What follows belongs to an exercise in optimizing a design on an open flow for small area, a short achievable clock period and few clock cycles per item; a production flow would make more cautious choices.
Function was checked by simulation only, so behaviour that the tests miss may differ from the original.
Power and IR drop assume default switching activity.

File: design.v
module learnCosts(clock, nrst, en, fsourceID, fbatteryStat, fValue, fclusterID, initial_epsilon, address, wr_en, data_in, data_out, done);
	input clock, nrst, en;
	input [15:0] fsourceID, fbatteryStat, fValue, fclusterID, data_in, initial_epsilon;
	output done, wr_en;
	output [10:0] address;
	output [15:0] data_out;
	localparam S_IDLE = 4'd0,  S_SRCH = 4'd1,  S_CHK = 4'd2,  S_QRD = 4'd3,
	           S_KSC  = 4'd4,  S_SRD  = 4'd5,  S_CNT = 4'd6,  S_SWR = 4'd7,
	           S_BAT  = 4'd8,  S_EPS  = 4'd9,  S_IDW = 4'd10, S_QVW = 4'd11,
	           S_CLW  = 4'd12, S_NCW  = 4'd13;
	reg [3:0]  st;
	reg [10:0] addr;
	reg        wr, done_r;
	reg [15:0] dout;
	reg [6:0]  u;        
	reg [5:0]  rem;      
	reg        hj;       
	reg [3:0]  k;        
	reg        isnew, reinit;
	wire c1 = data_in[15:8] == fsourceID[7:0];
	wire c2 = data_in[7:0]  == fsourceID[15:8];
	wire c3 = data_in[15:8] == fsourceID[15:8];
	wire last0 = rem == 6'd1;
	wire last1 = rem == 6'd2;
	wire [5:0] uh1 = u[6:1] + 6'd1;
	wire [6:0] u1 = u[0] ? {uh1, 1'b0} : {u[6:1], 1'b1};
	wire [6:0] u2 = {uh1, u[0]};
	wire [4:0] rh1 = rem[5:1] - 5'd1;
	wire [5:0] rem1 = rem[0] ? {rem[5:1], 1'b0} : {rh1, 1'b1};
	wire [5:0] rem2 = {rh1, rem[0]};
	wire [7:0] ucnt = {1'b0, u} + 8'h23;
	wire [3:0] kd = k - 4'd1;
	wire [10:0] a_id  = {3'b000, u, 1'b0};
	wire [10:0] a_q   = {1'b0, u[6], ~u[6], ~u[6], u[5:0], 1'b0};
	wire [10:0] a_cl  = {3'b000, u[6], ~u[6], u[5:0], 1'b0};
	wire [10:0] a_bat = {3'b001, u, 1'b0};
	wire [10:0] a_cnt = {2'b11, ucnt, 1'b0};
	wire [10:0] a_dst = {k[2] ? u1 : u, ~k[2], k[1:0], 1'b0};
	wire [10:0] a_src = {6'd0, kd[2], ~kd[2], kd[1:0], 1'b0};
	wire found = (st == S_SRCH) ? c1 & hj : c3;
	wire check = (st == S_SRCH) & c1 & ~hj;
	wire step1 = (st == S_SRCH) ? ~c1 & ~last0 & c2 : ~c3 & ~last0;
	wire isnw  = (st == S_SRCH) ? ~c1 & (last0 | ~c2 & last1) : ~c3 & last0;
	wire last_sink = (st == S_CNT) ? k == 4'd0 : k[2:0] == 3'd0;
	always @(posedge clock) begin
		if (!nrst) begin
			st     <= S_IDLE;
			done_r <= 1'b0;
			wr     <= 1'b0;
			addr   <= 11'h68A;
		end else begin
			case (st)
				S_IDLE: if (en) begin
					done_r <= 1'b0;
					if (data_in[5:0] == 6'd0) begin
						st   <= S_KSC;
						addr <= 11'h688;
					end else begin
						st   <= S_SRCH;
						addr <= 11'h049;
					end
				end
				S_SRCH, S_CHK: begin
					if (found) begin
						st   <= S_QRD;
						addr <= a_q;
					end else if (check) begin
						st   <= S_CHK;
						addr <= a_id;
					end else if (isnw) begin
						st   <= S_KSC;
						addr <= 11'h688;
					end else begin
						st   <= S_SRCH;
						addr <= {3'b000, step1 ? u1 : u2, 1'b1};
					end
				end
				S_QRD: begin
					st   <= S_KSC;
					addr <= 11'h688;
				end
				S_KSC: begin
					st   <= S_CNT;
					addr <= a_cnt;
					wr   <= 1'b1;
				end
				S_CNT, S_SWR: begin
					if (last_sink) begin
						st   <= S_BAT;
						addr <= a_bat;
					end else begin
						st   <= S_SRD;
						addr <= a_src;
						wr   <= 1'b0;
					end
				end
				S_SRD: begin
					st   <= S_SWR;
					addr <= a_dst;
					wr   <= 1'b1;
				end
				S_BAT: begin
					if (isnew) begin
						st   <= S_IDW;
						addr <= a_id;
					end else if (reinit) begin
						st   <= S_EPS;
						addr <= 11'h004;
					end else begin
						st     <= S_IDLE;
						done_r <= 1'b1;
						wr     <= 1'b0;
						addr   <= 11'h68A;
					end
				end
				S_IDW: begin
					st   <= S_QVW;
					addr <= a_q;
				end
				S_QVW: begin
					st   <= S_CLW;
					addr <= a_cl;
				end
				S_CLW: begin
					st   <= S_NCW;
					addr <= 11'h68A;
				end
				default: begin    
					st     <= S_IDLE;
					done_r <= 1'b1;
					wr     <= 1'b0;
					addr   <= 11'h68A;
				end
			endcase
		end
	end
	always @(posedge clock) begin
		case (st)
			S_BAT:   dout <= isnew ? fsourceID : initial_epsilon;
			S_IDW:   dout <= fValue;
			S_QVW:   dout <= fclusterID;
			S_CLW:   dout <= {9'd0, u - 7'h23};    
			default: dout <= (st == S_CNT || st == S_SWR) && last_sink ? fbatteryStat : data_in;
		endcase
		if (st == S_IDLE) begin
			rem   <= data_in[5:0];
			u     <= 7'h24;
			hj    <= 1'b0;
			isnew <= 1'b1;
		end else if ((st == S_SRCH || st == S_CHK) && !found && !check) begin
			u     <= last0 | step1 ? u1 : u2;
			rem   <= step1 ? rem1 : rem2;
			hj    <= step1 & (st == S_SRCH);
		end
		if (st == S_QRD) begin
			reinit <= data_in < fValue;
			isnew  <= 1'b0;
		end
		if (st == S_KSC)
			k <= data_in[3:0];
		else if (st == S_CNT || st == S_SWR)
			k <= kd;
	end
	assign address  = addr;
	assign data_out = dout;
	assign wr_en    = wr;
	assign done     = done_r;
endmodule
File: flow/run.sh
#!/bin/bash
# The standard layout (standard.sh: standard synthesis, floorplan, place, CTS, route),
# with two changes to how it is made:
#  - the port buffers are plain buf_1 cells instead of the default delay cells;
#  - repair_timing aims for 6.5 ns of setup slack, so that it shortens the paths
#    that the 10 ns clock alone would leave slow.
# Clock, constraints, power grid and tap cells are the standard flow's.
set -euo pipefail
export BUFFER_PORTS_ARGS="-buffer_cell sky130_fd_sc_hd__buf_1"
export SETUP_SLACK_MARGIN=6.5
bash standard.sh > standard.log 2>&1
File: standard.sh
#!/bin/bash
# synth_recipe.tcl (not shown) runs the flow's synth.tcl, then flattens the netlist and writes it again
# the make line also repeats each setting of config.mk as NAME=value (left out here)
make -C /OpenROAD-flow-scripts/flow DESIGN_CONFIG=/design/flow/config.mk WORK_HOME=/design/flow/orfs CLKGATE_MAP_FILE= SYNTH_SCRIPT=/design/flow/synth_recipe.tcl "${@:-finish}"
File: config.mk
export PLATFORM = sky130hd
export DESIGN_NAME = learnCosts
export DESIGN_NICKNAME = learnCosts
export VERILOG_FILES = /design/flow/design.v
export SDC_FILE = /design/flow/constraint.sdc
export NUM_CORES = 4
export LEC_CHECK = 0
export CAP_MARGIN = 20
export CORE_MARGIN = 2
export CORE_UTILIZATION = 40
export PLACE_DENSITY = 0.6
export SLEW_MARGIN = 20
File: constraint.sdc
create_clock -name core_clock -period 10.0 [get_ports {clock}]
set_input_delay 2.0000 -clock core_clock [delete_from_list [all_inputs] [get_ports {clock}]]
set_output_delay 2.0000 -clock core_clock [all_outputs]
set_load 0.01 [all_outputs]
==> run notes <==
timing repair:
action / CTS / global route
buffers inserted: 13 / 5
pin swaps: 14 / 19
resized for setup: 25 / 43
setup endpoints to repair: 33 / 30
sequential cells by signal, indices dropped and copies added (netlist names):
signal and count:
addr 11, wr 1, reinit 1, u 7, st 4, dout 16
rem 6, hj 1, isnew 1, done_r 1, k 4
cell usage after synthesis, types with 8 or more instances:
cell type  number  share of area [%]
o21ai_0        35                3.7
nor3_1         13                1.4
a22oi_1         8                1.3
o31ai_1        11                1.7
nand2_1        46                3.6
inv_1          31                2.4
xor2_1         11                2.0
clkbuf_1       25                2.0
mux2i_1        37                7.7
o211ai_1        8                1.3
ha_1           23                6.0
o22ai_1        13                1.7
a21oi_1        41                4.3
dfxtp_1        42                 18
xnor2_1        35                6.4
nor2_1         48                3.8
edfxtp_1       11                6.9
nand3_1        11                1.1
a21o_1         12                1.9
o221ai_1        9                1.6
critical path: stages:
cell and delay, ns:
buf_1 0.21, xnor2_2 0.16, nand4_1 0.13, buf_6 0.16
o21ai_4 0.32, o22ai_4 0.15, and2_4 0.22, o21ai_4 0.22
stage by stage:
step	hold WS, ns	utilization, %	instance area, um^2	setup slack, ns
final	0.494	51.6	5960	6.43
after global routing	0.537	51.6	5960	6.42
after CTS	0.497	49.7	5750	6.49
after detailed placement	0.479	46.7	5400	5.53
after global placement	0.479	46.7	5400	5.66
after floorplan	0.504	-	4850	6.44
layer usage:
layer,track usage (%),vias to the layer above,wire length (um)
met2,48.1,283,8860
met3,4.20,36,1450
li1,-,2482,-
met5,0,-,0
met4,10.2,0,474
met1,40.6,2599,8500
where the power goes:
part | switching, W | internal (W) | leakage (nW) | total, W
Sequential | 0.0000750 | 0.000286 | 0.455 | 0.000361
Combinational | 0.000497 | 0.000309 | 1.77 | 0.000806
Clock | 0.0000881 | 0.0000925 | 0.0645 | 0.000181
final timing paths:
path	endpoint	cells after the start	start	slack (ns)
hold / removal	wr$_SDFFE_PN0P_	2	wr$_SDFFE_PN0P_	0.49
hold reg to reg	wr$_SDFFE_PN0P_	2	wr$_SDFFE_PN0P_	0.49
setup / recovery	rem[3]$_DFFE_PP_	8	fsourceID[15]	6.43
setup reg to reg	addr[6]$_SDFFE_PN0N_	6	st[2]$_SDFFE_PN0N_	7.15
cell families after synthesis:
logic type	share of synthesized area (%)
AOI/OAI and AO/OA	28.1
and+or+nand+nor	18.1
buffers and inverters	6.29
DFF	24.4
xor gates and xnor gates	8.41
muxes	8.67
adders and majority gates	6.01
layout make-up:
cell class | count | area, um^2
Tap cell | 143 | 179
Timing Repair Buffer | 154 | 729
Inverter | 32 | 120
Clock inverter | 2 | 11.3
Multi-Input combinational cell | 477 | 3620
Fill cell | 1125 | 5600
Sequential cell | 53 | 1170
Clock buffer | 6 | 129
==> flow_summary.yaml <==
power_and_ir_drop:
  power.static_leakage_nw: 2.28
  vdd_ir_drop_max_v: 0.000207
  total_power_w: 0.00135
  power_per_cell_area_nw_per_um2: 226
setup_path:
  path_class: "in -> reg"
  worst_endpoint_required_time_ns: 10.01
  timing.critical_path.arrival_ns: 3.58
  cp_max_fo: 7
  cp-start-kind: "input port"
  setup.worst_path.end_class: "flip-flop"
logic_synthesis:
  synth.net_count: 723
  asyncSetResetFlopFracSynth_pct: 0
  synth_enable_flop_cells: 11
  synth.cell_area_um2: 4790
  per_instance_average_area_after_synthesis_um2: 7.97
  synthesis.instances: 601
  synth-seq-cells: 53
  ys.flop_type: "dfxtp_1"
  yosysWarningCount: 1
  synth-seq-area-share_pct: 24.4
  yosys.cell_types.count: 71
grt:
  track_usage_pct: 29.6
  first_global_vias: 5129
  wire_length_of_the_first_global_routing_pass_um: 29200
  gr-total-overflow: 0
  antenna_found_initial: 0
  grt_start_max_net_pins: 26
layout:
  flow.area_growth_from_synthesis_pct: 24.5
  layout.cells.most_common_list: "110 x buf_1, 47 x nor2_1, 46 x nand2_1"
  fin_cells: 867
  insertedDiodeCount: 0
  num-nets-final: 845
  final_layout_size_suffix_gt1_share_pct: 14.6
  final_common_cell: "buf_1"
cts:
  clock_tree_from_tritoncts: "done"
  cts_hold_buffers: 0
  clk_transition_reported_paths_ns: 0.07
  cts.htree.levels: 2
  clk_path_buf_depth: 2
  cts.root.buffer_cell: "clkbuf_16"
  clock_sinks: 53
  cts_inserted_buffers: 5
  clk_latency_ns: 0.32
sta:
  fin_crit_sh_pct: 35.7
  report.final.setup_viol: 0
  post-route-min-period_ns: 3.57
  maximum_clock_skew_at_final_layout_ns: 0.00616
  timing_max_transition_violations_final: 0
  worst_slew_margin_rel_pct: 33.2
  max_slew.worst_pin.slew_ns: 1.00
  rsz0062_at_grt: "yes"
  finalSetupTns_ns: 0
  maxClockFrequency_mhz: 280
  hold_viol: 0
worst_hold_path:
  hold_class: "reg -> reg"
detailed_routing:
  drc: 0
  vias_per_cell: 6.23
  detailroute.via_count: 5400
  finalWirelength_um: 19300
  drt_pre_antenna_iters: 8
  wl_per_cell_um: 22.2
  drt_first_iter_violations: 559
  drtAntennaViolNets: 0
die:
  row_count: 39
  floorplan.die_area_um2: 12900
  die_w_um: 113
  dieHeight_um: 113
  ioPinCount: 128
  start_util_pct: 41.4
  floorplan.core_area_um2: 11600
place:
  cells_after_dpl: 841
  weighted_congestion_reported_at_the_end_of_routability_driven_placement: 0.943
  detailedPlacementHpwl_um: 14500
  io_buffer_count: 127
run:
  cap_viol_max_count: 0
run_status:
  run_status: "no timing/DRC/antenna violations"
Testbench counts, summed over its fixed seeds: cycles 32,982, items 1,600.

## afterwards: timing with drivers on the ports
How much do the figures lean on ideal ports? The routed layout below was timed once more, with nothing changed but the port constraints. Step 1: set_driving_cell puts a clkbuf_16 on clock and a buf_2 on each other input, an assumption about the parent block. Step 2 moves the port delays by t, midway between the first and last clock arrival at a register: inputs arrive t later, outputs are due t later. That takes back most of the time a late clock gives input paths. Three values: no drivers, after step 1, after step 2; two values: the first two.
shift t [ns]: 0.354
setup slack, ns: 6.435 / 6.450 / 6.096
hold slack, ns: 0.494 / 0.494 / 0.494
After both steps this run still meets setup and hold. The setup slack of this run moves by +0.015 ns with the drivers and by -0.339 ns with both steps.
